This design comes from an exercise in tuning for small area and a short achievable clock period on the open sky130 flow, not from production work.
At most, simulation tests tie the RTL to the original design; equivalence was not proved.
No activity file was given, so power comes from the tool's default toggle rates.

Design top_fp_mul_N32_M23_E8, start of the top module:
module top_fp_mul_N32_M23_E8(input  wire clk,
                             input  wire [31:0] a1,
                             input  wire [31:0] b1,
                             output wire [31:0] y);
  genvar k;
  reg  [22:0] ra;
  reg  [11:0] one, two;
  reg  [10:0] negr;
  wire [11:0] neg = {1'b1, negr};    
  wire [11:0] nneg = ~neg;
  wire [24:0] bx = {1'b1, b1[22:0], 1'b0};
  wire [11:0] one_d, two_d, neg_d;
  generate for (k = 0; k < 12; k = k + 1) begin : g_enc
    assign one_d[k] = bx[2*k+1] ^ bx[2*k];
    assign two_d[k] = (bx[2*k+2] & ~bx[2*k+1] & ~bx[2*k]) | (~bx[2*k+2] & bx[2*k+1] & bx[2*k]);
    assign neg_d[k] = bx[2*k+2];
  end endgenerate
  reg  [7:0]  re;
  reg         rs, rS;
  wire [22:0] za, zb;    
  assign za[0] = 1'b1;
  assign zb[0] = 1'b1;
  generate for (k = 1; k < 23; k = k + 1) begin : g_tz
    assign za[k] = ~|a1[k-1:0];
    assign zb[k] = ~|b1[k-1:0];
  end endgenerate
  wire [22:0] zab;
  generate for (k = 0; k < 23; k = k + 1) begin : g_zab
    assign zab[k] = za[k] & zb[22-k];
  end endgenerate
  wire sticky = ~|zab;
  always @(posedge clk) begin
    ra <= a1[22:0];
    one <= one_d;
    two <= two_d;
    negr <= neg_d[10:0];
    re <= a1[30:23] + b1[30:23] + 8'd129;
    rs <= a1[31] ^ b1[31];
    rS <= sticky;
  end
  wire [24:0] pp0;
  wire [24:0] pp1;
  wire [24:0] pp2;
  wire [24:0] pp3;
  wire [24:0] pp4;
  wire [24:0] pp5;
  wire [24:0] pp6;
  wire [24:0] pp7;
  wire [24:0] pp8;
  wire [24:0] pp9;
  wire [24:0] pp10;
  wire [24:0] pp11;
  wire n1;
  wire n2;
  wire n3;
  wire n4;
  wire n5;
  wire n6;
  wire n7;
  wire n8;
  wire n9;
  wire n10;
  wire n11;
  wire s12;
  wire c13;
  wire s14;
  wire c15;
  wire s16;
  wire c17;
  ...
Size: roughly 1900 cells after synthesis, about 140 flip-flops, ~97 I/O pins, about 0.017 mm² of cells after synthesis.
export LEC_CHECK = 0
export ABC_AREA = 1
export CAP_MARGIN = 20
export CORE_MARGIN = 2
export CORE_UTILIZATION = 40
export SETUP_SLACK_MARGIN = 3.5
export SLEW_MARGIN = 20
export SYNTH_HIERARCHICAL = 1
create_clock -name core_clock -period 8.5 [get_ports {clk}]
standard.sh (not shown) runs the stock make flow with config.mk's settings and CLKGATE_MAP_FILE= SYNTH_SCRIPT=/design/flow/synth_recipe.tcl, a recipe that flattens the netlist after the stock synthesis.
==> flow/flow/run.sh <==
#!/bin/bash
bash standard.sh MATCH_CELL_FOOTPRINT=0 "BUFFER_PORTS_ARGS=-buffer_cell sky130_fd_sc_hd__buf_2" finish > standard.log 2>&1
Next try:
--- a/flow/design.v
+++ b/flow/design.v
@@ -1225,74 +1225,60 @@
   fa u559 (.a(n9), .b(c551), .ci(pp10[22]), .s(s558), .co(c559));
   fa u561 (.a(pp11[20]), .b(pp9[24]), .ci(c553), .s(s560), .co(c561));
   fa u563 (.a(s558), .b(c555), .ci(s560), .s(s562), .co(c563));
   fa u565 (.a(nneg[9]), .b(ra[18]), .ci(ra[19]), .s(s564), .co(c565));
   fa u567 (.a(pp10[23]), .b(pp11[21]), .ci(s564), .s(s566), .co(c567));
   fa u569 (.a(c559), .b(s566), .ci(c561), .s(s568), .co(c569));
   fa u571 (.a(n10), .b(c565), .ci(pp10[24]), .s(s570), .co(c571));
   fa u573 (.a(pp11[22]), .b(c567), .ci(s570), .s(s572), .co(c573));
   fa u575 (.a(nneg[10]), .b(ra[20]), .ci(ra[21]), .s(s574), .co(c575));
   fa u577 (.a(pp11[23]), .b(s574), .ci(c571), .s(s576), .co(c577));
   fa u579 (.a(n11), .b(c575), .ci(pp11[24]), .s(s578), .co(c579));
-  wire [18:0] lx = {c155, c139, c123, c109, c95, s92, c71, c61, c51, s48, c35, s32, s26, s20, s16, c13, pp1[0], pp0[1], neg[0]};
-  wire [18:0] ly = {s172, s154, s138, s122, s108, s94, s82, s70, s60, s50, s42, s34, s28, s22, s18, s14, s12, 1'b0, pp0[0]};
-  wire [19:0] lsum = {1'b0, lx} + {1'b0, ly};
-  wire [3:0] mx = {c231, c211, c191, s188};
-  wire [3:0] my = {s250, s230, s210, s190};
+  wire [22:0] lx = {c231, c211, c191, s188, c155, c139, c123, c109, c95, s92, c71, c61, c51, s48, c35, s32, s26, s20, s16, c13, pp1[0], pp0[1], neg[0]};
+  wire [22:0] ly = {s250, s230, s210, s190, s172, s154, s138, s122, s108, s94, s82, s70, s60, s50, s42, s34, s28, s22, s18, s14, s12, 1'b0, pp0[0]};
+  wire [23:0] lsum = {1'b0, lx} + {1'b0, ly};
   wire [24:0] hx = {c579, c577, c573, c569, c563, c557, c549, c541, c531, c521, c509, c497, c483, c469, c453, c437, c419, c401, c381, c361, c339, c317, c295, c273, s272};
-  wire [23:0] hy = {n11, s578, s576, s572, s568, s562, s556, s548, s540, s530, s520, s508, s496, s482, s468, s452, s436, s418, s400, s380, s360, s338, s316, s294};
-  reg  [24:0] rx;           
-  reg  [23:0] ry;
-  reg  [3:0] rmx, rmy;     
-  reg         rcj, rS2, rs2;
+  wire [24:0] hy = {n11, s578, s576, s572, s568, s562, s556, s548, s540, s530, s520, s508, s496, s482, s468, s452, s436, s418, s400, s380, s360, s338, s316, s294, lsum[23]};
+  reg  [24:0] rx, ry;      
+  reg         rp22, rS2, rs2;
   reg  [7:0]  re2;
   always @(posedge clk) begin
     rx   <= hx;
     ry   <= hy;
-    rmx  <= mx;
-    rmy  <= my;
-    rcj  <= lsum[19];
+    rp22 <= lsum[22];
     rS2  <= rS;
     rs2  <= rs;
     re2  <= re;
   end
-  wire [3+1:0] msum = {1'b0, rmx} + {1'b0, rmy} + {{(3+1){1'b0}}, rcj};
-  wire q_p22 = msum[3];
-  wire q_c23 = msum[3+1];
-  wire r1 = q_p22 | rS2;
-  wire r0 = q_p22 & rS2;
-  wire q_p0 = rx[0] ^ q_c23;
-  wire q_g0 = rx[0] & q_c23;
-  wire ci_n  = q_g0;                  
-  wire ci_r0 = q_g0 | (q_p0 & r0);
-  wire ci_r1 = q_g0 | (q_p0 & r1);
-  wire [24:1] p = rx[24:1] ^ ry[23:0];
-  wire [24:1] g = rx[24:1] & ry[23:0];
-  wire [23:0] gl [0:5];
-  wire [23:0] pl [0:5];
-  assign gl[0] = g[24:1];
-  assign pl[0] = p[24:1];
+  wire r1 = rp22 | rS2;
+  wire r0 = rp22 & rS2;
+  wire [24:0] p = rx ^ ry;
+  wire [24:0] g = rx & ry;
+  wire [24:0] gl [0:5];
+  wire [24:0] pl [0:5];
+  assign gl[0] = g;
+  assign pl[0] = p;
   genvar l, i;
   generate for (l = 0; l < 5; l = l + 1) begin : g_lvl
-    for (i = 0; i < 24; i = i + 1) begin : g_bit
+    for (i = 0; i < 25; i = i + 1) begin : g_bit
       if ((i >> l) & 1) begin : g_comb
         localparam integer J = ((i >> l) << l) - 1;
         assign gl[l+1][i] = gl[l][i] | (pl[l][i] & gl[l][J]);
         assign pl[l+1][i] = pl[l][i] & pl[l][J];
       end else begin : g_pass
         assign gl[l+1][i] = gl[l][i];
         assign pl[l+1][i] = pl[l][i];
       end
     end
   end endgenerate
-  wire [23:0] G = gl[5];
-  wire [23:0] Pp = pl[5];
-  wire [24:1] cr0 = {G[22:0] | (Pp[22:0] & {23{ci_r0}}), ci_r0};
-  wire [24:1] cr1 = {G[22:0] | (Pp[22:0] & {23{ci_r1}}), ci_r1};
-  wire [24:0] w0 = {p ^ cr0, q_p0 ^ r0};
-  wire [24:0] w1 = {p ^ cr1, q_p0 ^ r1};
-  wire n = p[24] ^ (G[22] | (Pp[22] & ci_n));
+  wire [24:0] G = gl[5];
+  wire [24:0] Pp = pl[5];
+  wire [24:0] c0 = {G[23:0] | (Pp[23:0] & {24{r0}}), r0};
+  wire [24:0] c1 = {G[23:0] | (Pp[23:0] & {24{r1}}), r1};
+  wire [24:0] w0 = p ^ c0;
+  wire [24:0] w1 = p ^ c1;
+  wire n = p[24] ^ G[23];
   wire [7:0] re2p1 = re2 + 8'd1;
   wire [7:0] e = n ? re2p1 : re2;
   wire [22:0] m = n ? w1[23:1] : w0[22:0];
   assign y = {rs2, e, m};
 endmodule
The new run produced a clean layout.
Design area is higher by a few percent.
First-iteration DRC count is higher by about a fifth.
Total power is higher by roughly a tenth.
Core utilization is higher by 1.3 points.
Die area is lower slightly.
Clock skew is lower by 0.0033 ns.
Function not checked in the second run of this note: the RTL went through the layout flow alone.

[separate check: timing with driven ports]
The flow's constraints put no driver on any port. The routed layouts listed below were extracted and timed again, unchanged, in two steps.
Step 1, drivers: a clkbuf_16 drives clk and a buf_2 each remaining input, both assumed.
Step 2 moves the port delays by t, midway between the first and last clock arrival at a register: inputs arrive t later, outputs are due t later. That takes back most of the time a late clock gives input paths.
Three values: ideal, step 1, step 2; two values: the first two.
| run | t, ns | setup WS [ns] | hold WS [ns] | clock arrival spread, ns |
|---|---|---|---|---|
| the first run | 0.494 | 3.817 / 3.761 / 3.833 | 0.324 / 0.324 / 0.324 | 0.017 / 0.017 |
| the second run | 0.488 | 3.588 / 3.588 / 3.588 | 0.325 / 0.325 / 0.325 | 0.014 / 0.013 |
After both steps setup and hold are still met in every run listed.
